From an optimization exercise on the open Yosys and OpenROAD flow, aimed at small area and a short achievable clock period; shortcuts taken in it are not production practice.
RTL that was checked went through simulation tests only; none was proved equivalent to the original.
Power figures rest on the tool's default switching activity, not on a simulated workload.

lane 1:
// APB_Square
module APB_Square
(
    input wire PWRITE,
    input wire PCLK,
    input wire PSEL,
    input wire [31:0] PADDR,
    input wire [31:0] PWDATA,
    output reg [31:0] PRDATA,
    input wire PENABLE,
    output reg PREADY,
    input PRESET
);
==> flow/config.mk <==
export PLATFORM = sky130hd
export DESIGN_NAME = APB_Square
export DESIGN_NICKNAME = APB_Square
export VERILOG_FILES = /design/flow/design.v
export SDC_FILE = /design/flow/constraint.sdc
export NUM_CORES = 4
export LEC_CHECK = 0
export CAP_MARGIN = 20
export CORE_MARGIN = 2
export CORE_UTILIZATION = 40
export SLEW_MARGIN = 20
export SYNTH_HIERARCHICAL = 1
==> flow/constraint.sdc <==
create_clock -name core_clock -period 8.5 [get_ports {PCLK}]
set_input_delay 1.7000 -clock core_clock [delete_from_list [all_inputs] [get_ports {PCLK}]]
set_output_delay 1.7000 -clock core_clock [all_outputs]
set_load 0.01 [all_outputs]
standard.sh (not shown) runs the stock make flow with config.mk's settings and CLKGATE_MAP_FILE= SYNTH_SCRIPT=/design/flow/synth_recipe.tcl, a recipe that flattens the netlist after the stock synthesis.
==> flow/flow/run.sh <==
#!/bin/bash
# The standard layout (standard.sh: standard synthesis through finish), with the
# port buffers that buffer_ports inserts made the smallest buffer cell.
set -euo pipefail
export BUFFER_PORTS_ARGS="-buffer_cell sky130_fd_sc_hd__buf_1"
export SETUP_SLACK_MARGIN=6
bash standard.sh > standard.log 2>&1
In summary, lane 1 completed successfully, with a layout that passed the timing, design-rule and antenna checks.
The inputs of lane 2 differ from those of lane 1 as listed below.
- an added TNS_END_PERCENT of 5
- an added CTS_BUF_LIST of sky130_fd_sc_hd__clkbuf_4
- a change of CORE_UTILIZATION from 40 to 60
- an added SETUP_SLACK_MARGIN of 5
--- a/flow/flow/run.sh
+++ b/flow/flow/run.sh
@@ -4,4 +4,3 @@
 set -euo pipefail
 export BUFFER_PORTS_ARGS="-buffer_cell sky130_fd_sc_hd__buf_1"
-export SETUP_SLACK_MARGIN=6
 bash standard.sh > standard.log 2>&1
The lower worst setup slack of lane 2 and lane 1 is in lane 1.
Diff lane 2 and lane 1: via count lower in lane 2
Lane 1 has a lower global routing usage on met2 than lane 2.
Going from lane 1 to lane 2, maximum net fanout on the critical path shows an increase of 13, layout inverter count without the clock tree shows a reduction of 3.
Input changes introduced in lane 3 (baseline for comparison: lane 2):
- TNS_END_PERCENT no longer set, was 5
- Taking lane 2 as the reference, in lane 3 proportion of cell area occupied by multi-input gates now sits higher; clock power share -2.8 points; worst setup slack after placement +0.053 ns.
- Changes observed in lane 3 relative to lane 2: largest fanout on the critical path has decreased; non-clock buffer share of cell area has increased; core utilization has increased.
## Diff of input files: lane 4 against lane 3
- a deleted CTS_BUF_LIST that had been sky130_fd_sc_hd__clkbuf_4
- a change of CORE_UTILIZATION from 60 to 40
==> flow/run.sh (new file) <==
#!/bin/bash
# synth_recipe.tcl (not shown) runs the flow's synth.tcl, then flattens the netlist and writes it again
# the make line also repeats each setting of config.mk as NAME=value (left out here)
make -C /OpenROAD-flow-scripts/flow DESIGN_CONFIG=/design/flow/config.mk WORK_HOME=/design/flow/orfs CLKGATE_MAP_FILE= SYNTH_SCRIPT=/design/flow/synth_recipe.tcl finish
removed: flow/flow/run.sh
removed: flow/standard.sh
On total power: lane 4 sits above lane 3. Diff lane 3..lane 4 | final setup TNS | unchanged. The higher multi-input gate count of lane 3 and lane 4 is in lane 4. Post-CTS setup buffer count was lower in the run labelled lane 3. Measured against lane 3, the combinational power of lane 4 comes out at 1.6 times the reference value. Summary — part of the total power dissipated in the clock network, lane 4 relative to lane 3: higher, by 4.6 points. Per the comparison of lane 4 with lane 3, number of iterations in the first detailed-routing pass went down 2, utilization went down by 20 points, multi-input logic portion of the cell area went down.

---

v16:
Another version of the RTL of APB_Square (not shown whole).
Size in the first run: roughly 1700 cells after synthesis, about 180 flip-flops.
Settings: LEC_CHECK=0, CAP_MARGIN=20, CORE_MARGIN=2, CORE_UTILIZATION=50, SLEW_MARGIN=20, SYNTH_HIERARCHICAL=1; clock period 8.5 ns.
==> flow/flow/run.sh <==
#!/bin/bash
# The standard layout (standard.sh), in two calls: synthesis, floorplan and placement
# with no setup margin, then clock tree, routing and finish with the repair aiming 5.25 ns
# below the clock period. buffer_ports uses the smallest buffer cell.
set -euo pipefail
export BUFFER_PORTS_ARGS="-buffer_cell sky130_fd_sc_hd__buf_1"
bash standard.sh synth floorplan place > standard_1.log 2>&1
export SETUP_SLACK_MARGIN=5.25
bash standard.sh > standard_2.log 2>&1
Inputs modified between v16 and v5:
--- a/flow/flow/run.sh
+++ b/flow/flow/run.sh
@@ -3 +3 @@
-# with no setup margin, then clock tree, routing and finish with the repair aiming 5.25 ns
+# with no setup margin, then clock tree, routing and finish with the repair aiming 4.75 ns
@@ -8 +8 @@
-export SETUP_SLACK_MARGIN=5.25
+export SETUP_SLACK_MARGIN=4.75
Results
Sequential cell area in the final layout was lower in the run labelled v5. Routed wire in v5 totals less than in v16. Changes observed in v5 relative to v16: minimum setup slack in the final design -0.11 ns; clock latency reported for the late side of the worst-skew pair ~0 delta. Against v16, total sequential power in v5 rose slightly. Compared with v16, final area in v5 decreased by more than 10%. v5 vs v16 — met2 layer usage reported by global route dropped 3.8 points.
### v5 -> v15
- swapping 50 for 55 in CORE_UTILIZATION
--- a/flow/flow/run.sh
+++ b/flow/flow/run.sh
@@ -3 +3 @@
-# with no setup margin, then clock tree, routing and finish with the repair aiming 4.75 ns
+# with no setup margin, then clock tree, routing and finish with the repair aiming 5 ns
@@ -8 +8 @@
-export SETUP_SLACK_MARGIN=4.75
+export SETUP_SLACK_MARGIN=5
Findings:
Taking v5 as the reference, in v15 routed wire length on met2 went up 1100 um, routability-driven placement congestion ratio went up 1.3%, number of search-and-repair iterations in the first detailed-routing pass went up 2, total power went down 0.048 mW, violation count after the first detailed-route iteration went up about 13%. Across both runs, core area was lower for v15 than for v5. v5 ended up with more cell instances than v15 did. Compared v5 against v15; wire length of the first global-routing pass within noise. Xor and xnor area share after synthesis came out exactly the same in v5 and v15.

---

== run X ==
APB_Square, a different RTL version from the one above (not shown whole).
Size in the first run: about 100 I/O pins, ~17,000 sq um of cells after synthesis.
Design APB_Square, start of the top module:
module APB_Square
(
    input wire PWRITE,
    input wire PCLK,
    input wire PSEL,
    input wire [31:0] PADDR,
    input wire [31:0] PWDATA,
    output reg [31:0] PRDATA,
    input wire PENABLE,
    output reg PREADY,
    input PRESET
);
  reg [31:0] a;
  reg [31:0] b;
  reg        rst_d;    
  wire acc   = PSEL & PENABLE;
  wire hi0   = (PADDR[31:4] == 28'd0) & (PADDR[1:0] == 2'd0);
  wire sel0  = hi0 & (PADDR[3:2] == 2'd0);
  wire sel4  = hi0 & (PADDR[3:2] == 2'd1);
  wire sel8  = hi0 & (PADDR[3:2] == 2'd2);
  always @(posedge PCLK) rst_d <= PRESET;
  always @(posedge PCLK) begin
    if (PRESET) begin
      a      <= 32'd0;
      b      <= 32'd0;
      PRDATA <= 32'd0;
      PREADY <= 1'b0;
    end else begin
      PREADY <= acc & ~PREADY;
      if (acc & PWRITE & sel0) a <= PWDATA;
      if (acc & PWRITE & sel4) b <= PWDATA;
      if (acc & ~PWRITE) begin
        if (sel0)      PRDATA <= a;
        else if (sel4) PRDATA <= b;
        else if (sel8) PRDATA <= rst_d ? 32'd0 : prod;
      end
    end
  end
  wire one0 = b[0] ^ 1'b0;
  wire two0 = (b[1] & ~b[0] & ~1'b0) | (~b[1] & b[0] & 1'b0);
  wire none0 = ~one0;
  wire ntwo0 = ~two0;
  wire neg0 = b[1] & ~(b[0] & 1'b0);
  wire [31:0] ny0;
  apb_xnor u_ny0_0 (.x(a[0]), .n(neg0), .y(ny0[0]));
  apb_xnor u_ny0_1 (.x(a[1]), .n(neg0), .y(ny0[1]));
  apb_xnor u_ny0_2 (.x(a[2]), .n(neg0), .y(ny0[2]));
  apb_xnor u_ny0_3 (.x(a[3]), .n(neg0), .y(ny0[3]));
  apb_xnor u_ny0_4 (.x(a[4]), .n(neg0), .y(ny0[4]));
  apb_xnor u_ny0_5 (.x(a[5]), .n(neg0), .y(ny0[5]));
  apb_xnor u_ny0_6 (.x(a[6]), .n(neg0), .y(ny0[6]));
  apb_xnor u_ny0_7 (.x(a[7]), .n(neg0), .y(ny0[7]));
  apb_xnor u_ny0_8 (.x(a[8]), .n(neg0), .y(ny0[8]));
  apb_xnor u_ny0_9 (.x(a[9]), .n(neg0), .y(ny0[9]));
  apb_xnor u_ny0_10 (.x(a[10]), .n(neg0), .y(ny0[10]));
  ...
export LEC_CHECK = 0
export CAP_MARGIN = 20
export CORE_MARGIN = 2
export CORE_UTILIZATION = 50
export SETUP_SLACK_MARGIN = 4.5
export SLEW_MARGIN = 20
export SYNTH_HIERARCHICAL = 1
create_clock -name core_clock -period 8.5 [get_ports {PCLK}]
==> flow/flow/run.sh <==
#!/bin/bash
# The standard layout (standard.sh: standard synthesis through finish), with the
# port buffers that buffer_ports inserts made the smallest buffer cell.
set -euo pipefail
export BUFFER_PORTS_ARGS="-buffer_cell sky130_fd_sc_hd__buf_1"
bash standard.sh > standard.log 2>&1
The following lists how run H was set up differently from run X:
Settings: SETUP_SLACK_MARGIN now 5, was 4.5.
--- outcome ---
Relative to run X, relative slew slack has increased by 17 points in run H.
Max utilization after layout across run X and run H: run H
Per the comparison of run H with run X, wire length after detailed routing rose by about 6%, share of total power in combinational logic ~0 delta, number of ordinary and repair buffers in the finished layout increased 55%.
Sort run X and run H by critical path depth desc -> top: run H
Run H vs. run X: part of the power in registers went down by 0.9 points.
No functional check of the RTL was part of any run of this note.

---

## old
APB_Square with an RTL version that a note above also has.
For scale: ~1,700 cells after synthesis, roughly 180 flip-flops, about 100 I/O pins.
export LEC_CHECK = 0
export CAP_MARGIN = 20
export CORE_MARGIN = 2
export CORE_UTILIZATION = 50
export GPL_ROUTABILITY_DRIVEN = 0
export SLEW_MARGIN = 20
export SYNTH_HIERARCHICAL = 1
create_clock -name core_clock -period 8.5 [get_ports {PCLK}]
==> flow/flow/run.sh <==
#!/bin/bash
# The standard layout (standard.sh), in two calls: synthesis, floorplan and placement
# with no setup margin, then clock tree, routing and finish with the repair aiming 5 ns
# below the clock period. buffer_ports uses the smallest buffer cell.
set -euo pipefail
export BUFFER_PORTS_ARGS="-buffer_cell sky130_fd_sc_hd__buf_1"
bash standard.sh synth floorplan place > standard_1.log 2>&1
export SETUP_SLACK_MARGIN=5
bash standard.sh > standard_2.log 2>&1
Setup changes, old to new
# old
export LEC_CHECK = 0
export CAP_MARGIN = 20
export CORE_MARGIN = 2
export CORE_UTILIZATION = 50
export GPL_ROUTABILITY_DRIVEN = 0
export SLEW_MARGIN = 20
export SYNTH_HIERARCHICAL = 1
create_clock -name core_clock -period 8.5 [get_ports {PCLK}]
# new
export LEC_CHECK = 0
export CAP_MARGIN = 20
export CORE_MARGIN = 2
export CORE_UTILIZATION = 50
export SLEW_MARGIN = 20
export SYNTH_HIERARCHICAL = 1
create_clock -name core_clock -period 8.5 [get_ports {PCLK}]
Findings:
Relative to old, the final cell area reported for new is lower. Delta (new minus old): power share of the combinational group saw little to no change, sum of internal, switching and leakage power fell 17 uW, multi-input gate area in the final layout went down. Any difference in count of vias placed by the detailed router between old and new is small enough to ignore.

==> separate check: timing with driven ports <==
The flow's constraints put no driver on any port. The routed layouts listed below were extracted and timed again, unchanged, in two steps. Step 1 sets driving cells, clkbuf_16 on the clock port and buf_2 on the other inputs (assumed; they add their load-dependent delay and slew). Step 2, shift: input delay + t, output delay - t, t = (earliest + latest rising clock arrival at the registers) / 2. This alone moves slack from input paths to output paths. Three values: ideal ports, drivers, drivers and shift; two values: the first two.
run	shift t [ns]	setup slack, ns	worst hold slack (ns)
lane 1	0.637	4.818 / 4.818 / 4.478	0.480 / 0.480 / 0.480
lane 2	0.780	4.862 / 4.862 / 4.292	0.425 / 0.425 / 0.425
lane 3	0.787	5.030 / 5.030 / 4.426	0.438 / 0.438 / 0.438
lane 4	0.619	4.980 / 4.980 / 4.401	0.425 / 0.425 / 0.425
v16	0.520	4.939 / 4.948 / 4.428	0.428 / 0.428 / 0.428
v5	0.519	4.825 / 4.825 / 4.447	0.433 / 0.433 / 0.433
v15	0.524	4.999 / 4.999 / 4.525	0.447 / 0.447 / 0.447
run X	0.513	4.623 / 4.623 / 4.291	0.436 / 0.436 / 0.436
run H	0.520	4.979 / 4.979 / 4.628	0.434 / 0.434 / 0.434
old	0.512	4.981 / 4.981 / 4.547	0.427 / 0.427 / 0.427
new	0.518	5.002 / 5.002 / 4.564	0.426 / 0.426 / 0.426
After both steps setup and hold are still met in every run listed. The setup slack of lane 3, which loses most, moves by 0.000 ns with the drivers and by -0.604 ns with both steps.
